This design comes from an exercise in tuning for small area on the open sky130 flow, not from production work. Function was checked by simulation only, so behaviour that the tests miss may differ from the original. The flow treats the clock pin as an ideal source, which a real chip does not have. Power is estimated from default activity; no workload was simulated.

Design game_core, start of the top module:
module game_core(
    input  logic        clk,
    input  logic        reset,           
    input  logic        frame_clk,       
    input  logic [15:0] keycode,
    input  logic [9:0]  DrawX, DrawY,    
    output logic [2:0]  Health,
    output logic        active_key,
    output logic        dungeon_frame1, dungeon_frame2, dungeon_frame3,
    output logic        initial_frame, final_frame, game_over,
    output logic [9:0]  Monster_X, Monster_Y, Monster_X_2, Monster_Y_2,
    output logic [9:0]  monster_bullet_X_L, monster_bullet_Y_L,
                        monster_bullet_X_R, monster_bullet_Y_R,
                        monster_bullet_X_U, monster_bullet_Y_U,
                        monster_bullet_X_D, monster_bullet_Y_D,
    output logic [9:0]  bullet_X, bullet_Y,
    output logic [9:0]  char_frame_X, char_frame_Y,
    output logic        character_frame,
    output logic        is_character, is_monster1, is_monster2, is_monster3,
    output logic        is_bullet, is_bullet_l, is_bullet_r, is_bullet_u, is_bullet_d,
    output logic        is_heart, is_key,
    output logic [18:0] char_ra, background_ra, monster1_ra, monster2_ra, monster3_ra,
    output logic [18:0] bullet_ra, bullet_l_ra, bullet_r_ra, bullet_u_ra, bullet_d_ra,
    output logic [18:0] heart_ra, key_ra
);
==> flow/config.mk <==
export PLATFORM = sky130hd
export DESIGN_NAME = game_core
export DESIGN_NICKNAME = game_core
export VERILOG_FILES = /design/flow/design.v
export SDC_FILE = /design/flow/constraint.sdc
export NUM_CORES = 4
export LEC_CHECK = 0
export CAP_MARGIN = 20
export CORE_MARGIN = 2
export CORE_UTILIZATION = 65
export CTS_BUF_LIST = sky130_fd_sc_hd__clkbuf_8
export CTS_CLUSTER_DIAMETER = 60
export CTS_CLUSTER_SIZE = 10
export SLEW_MARGIN = 20
==> flow/constraint.sdc <==
create_clock -name core_clock -period 12.0 [get_ports {clk}]
set_input_delay 2.4000 -clock core_clock [delete_from_list [all_inputs] [get_ports {clk}]]
set_output_delay 2.4000 -clock core_clock [all_outputs]
set_load 0.01 [all_outputs]
standard.sh (not shown) runs the stock make flow with config.mk's settings and CLKGATE_MAP_FILE= SYNTH_SCRIPT=/design/flow/synth_recipe.tcl, a recipe that flattens the netlist after the stock synthesis.
==> flow/flow/run.sh <==
#!/bin/bash
# Standard layout, except that: the port buffers are the platform's smallest
# buffer (buf_1) instead of the default pick; the constant outputs share one
# tie cell (repair_design buffers its net) instead of one tie cell each; and
# after CTS the cells on paths with spare slack are downsized
# (flow/recover.tcl, run as the CTS step's POST hook). Every tool's output is kept in a log file in the work
# folder (ORFS's own logs under orfs/logs, make's output in standard_flow.log).
set -euo pipefail
bash standard.sh BUFFER_PORTS_ARGS="-buffer_cell sky130_fd_sc_hd__buf_1" \
    POST_CTS_TCL="$PWD/flow/recover.tcl" SKIP_REPAIR_TIE_FANOUT=1 finish > standard_flow.log 2>&1
==> flow/flow/recover.tcl <==
# After CTS: downsize cells on paths with spare slack to recover area, then
# legalize the placement again.
log_cmd estimate_parasitics -placement
log_cmd repair_timing -recover_power 100 -setup_margin 0.1 -verbose
log_cmd detailed_placement
check_placement -verbose
log_cmd estimate_parasitics -placement
report_worst_slack -max
report_design_area
Change:
--- a/flow/design.v
+++ b/flow/design.v
@@ -742,55 +742,55 @@
     wire cbox = !chx[10] && !ge10(chx[9:0], 10'd42) && !chy[10] && !ge10(chy[9:0], 10'd50);
     assign is_character = cbox && !(initial_frame || final_frame || game_over);
     wire xpos = xmv & ~cxm[0];
     wire ypos = ymv & ~cym[0];
     wire [5:0] lx = 6'(nsub10({4'd0, nDrawX[5:0]}, {4'd0, cx_in[5:0]}));
     wire [5:0] ly = 6'(nsub10({4'd0, nDrawY[5:0]}, {4'd0, cy_in[5:0]}));
     wire wx = xpos & (chx[5:1] == 5'd0);
     wire wy = ypos & (chy[5:1] == 5'd0);
     wire [15:0] cra = mul42w(ly, lx, wx, wy);
     assign char_ra = is_character ? {3'd0, cra} : 19'd0;
-    wire [10:0] s1x = nsub10(nDrawX, Monster_X);
-    wire [10:0] s1y = nsub10(nDrawY, Monster_Y);
-    wire mbox1 = Monster_X != 10'd0 && !s1x[10] && !ge10(s1x[9:0], 10'd42) && ge10(10'd981, Monster_X) &&
-                 !s1y[10] && !ge10(s1y[9:0], 10'd50) && ge10(10'd973, Monster_Y);
+    wire [10:0] s1x = nsub10(nDrawX, p1x);
+    wire [10:0] s1y = nsub10(nDrawY, p1y);
+    wire mbox1 = p1x != 10'd0 && !s1x[10] && !ge10(s1x[9:0], 10'd42) && ge10(10'd981, p1x) &&
+                 !s1y[10] && !ge10(s1y[9:0], 10'd50) && ge10(10'd973, p1y) && act;
     assign is_monster1 = mbox1 && dungeon_frame1;
     assign is_monster2 = mbox1 && !dungeon_frame1 && (dungeon_frame2 || dungeon_frame3);
     wire [11:0] m1ra = mul42(s1y[5:0], s1x[5:0]);
     assign monster1_ra = is_monster1 ? {7'd0, m1ra} : 19'd0;
     assign monster2_ra = is_monster2 ? {7'd0, m1ra} : 19'd0;
-    wire [10:0] s2x = nsub10(nDrawX, Monster_X_2);
-    wire [10:0] s2y = nsub10(nDrawY, Monster_Y_2);
-    wire mbox2 = Monster_X_2 != 10'd0 && !s2x[10] && !ge10(s2x[9:0], 10'd42) && ge10(10'd981, Monster_X_2) &&
-                 !s2y[10] && !ge10(s2y[9:0], 10'd50) && ge10(10'd973, Monster_Y_2);
+    wire [10:0] s2x = nsub10(nDrawX, p2x);
+    wire [10:0] s2y = nsub10(nDrawY, p2y);
+    wire mbox2 = p2x != 10'd0 && !s2x[10] && !ge10(s2x[9:0], 10'd42) && ge10(10'd981, p2x) &&
+                 !s2y[10] && !ge10(s2y[9:0], 10'd50) && ge10(10'd973, p2y) && act;
     assign is_monster3 = mbox2 && anydf;
     wire [11:0] m3ra = mul42(s2y[5:0], s2x[5:0]);
     assign monster3_ra = is_monster3 ? {7'd0, m3ra} : 19'd0;
     function automatic logic [5:0] bbox(input logic [9:0] dx, input logic [9:0] dy,
                                         input logic [9:0] bx, input logic [9:0] by);
         logic [10:0] sx, sy;
         sx = nsub10(dx, bx);
         sy = nsub10(dy, by);
         bbox[0] = !sx[10] && sx[9:3] == 7'd0 && !ge10({7'd0, sx[2:0]}, 10'd5) && ge10(10'd1018, bx) &&
                   !sy[10] && sy[9:3] == 7'd0 && !ge10({7'd0, sy[2:0]}, 10'd5) && ge10(10'd1018, by);
         bbox[5:1] = mul5(sy[2:0], sx[2:0]);
     endfunction
     wire [5:0] bl = bbox(nDrawX, nDrawY, monster_bullet_X_L, monster_bullet_Y_L);
     wire [5:0] br = bbox(nDrawX, nDrawY, monster_bullet_X_R, monster_bullet_Y_R);
     wire [5:0] bu = bbox(nDrawX, nDrawY, monster_bullet_X_U, monster_bullet_Y_U);
     wire [5:0] bd = bbox(nDrawX, nDrawY, monster_bullet_X_D, monster_bullet_Y_D);
-    wire [5:0] bp = bbox(nDrawX, nDrawY, bullet_X, bullet_Y);
+    wire [5:0] bp = bbox(nDrawX, nDrawY, pbx, pby);
     assign is_bullet_l = bl[0] && !ge10(10'd20, monster_bullet_X_L) && !ge10(10'd20, monster_bullet_Y_L);
     assign is_bullet_r = br[0] && !ge10(10'd20, monster_bullet_X_R) && !ge10(10'd20, monster_bullet_Y_R);
     assign is_bullet_u = bu[0] && !ge10(10'd20, monster_bullet_X_U) && !ge10(10'd20, monster_bullet_Y_U);
     assign is_bullet_d = bd[0] && !ge10(10'd20, monster_bullet_X_D) && !ge10(10'd20, monster_bullet_Y_D);
-    assign is_bullet   = bp[0] && bullet_X != 10'd0 && bullet_Y != 10'd0;
+    assign is_bullet   = bp[0] && pbx != 10'd0 && pby != 10'd0 && act;
     assign bullet_l_ra = is_bullet_l ? 19'(bl[5:1]) : 19'd0;
     assign bullet_r_ra = is_bullet_r ? 19'(br[5:1]) : 19'd0;
     assign bullet_u_ra = is_bullet_u ? 19'(bu[5:1]) : 19'd0;
     assign bullet_d_ra = is_bullet_d ? 19'(bd[5:1]) : 19'd0;
     assign bullet_ra   = is_bullet   ? 19'(bp[5:1]) : 19'd0;
     wire [15:0] hmax = add16({9'd0, health, 4'b0}, {11'd0, health, 2'b0}, 1'b0);
     assign is_heart = !ge10(DrawX, hmax[9:0]) && !ge10(DrawY, 10'd20) && anydf;
     wire [11:0] hra = mul140(DrawY[4:0], DrawX[7:0]);
     assign heart_ra = is_heart ? {7'd0, hra[11:0]} : 19'd0;
     assign is_key = akey && ge10(DrawX, 10'd300) && !ge10(DrawX, 10'd360) &&
Sequential power is about the same. Sequential share of layout area climbs by 0.19 points. Routed wire length shrinks by 3.7%. First-iteration DRC count falls by 6.4%. Synthesized cell count is about the same. Register-to-register slack gains 0.38 ns. Core utilization fell by 0.26 points. Synthesized area went down by 1.3%. Critical path depth is higher by 10. Combinational power is about the same. Clock skew falls by 0.026 ns.

[port drivers added, routing unchanged]
In the flow no input, the clock included, has a driving cell. The finished layouts below were timed again as built, in two steps. Step 1 sets driving cells, clkbuf_16 on the clock port and buf_2 on the other inputs (assumed; they add their load-dependent delay and slew). Step 2 moves the port delays by t, midway between the first and last clock arrival at a register: inputs arrive t later, outputs are due t later. That takes back most of the time a late clock gives input paths. Slacks: no drivers / after step 1 / after step 2; pairs: no drivers / after step 1.
run | t (ns) | setup slack, ns | worst setup path at the end | worst register clock-pin slew, ns
the first run | 0.734 | 0.397 / 0.341 / -0.262 | input to register | 0.09 / 0.09
the second run | 0.679 | 0.565 / 0.594 / -0.083 | input to register | 0.08 / 0.08
With both steps, setup timing fails in the first run and the second run, where it was met with ideal ports. The setup slack of the first run, which loses most, moves by -0.056 ns with the drivers and by -0.659 ns with both steps.
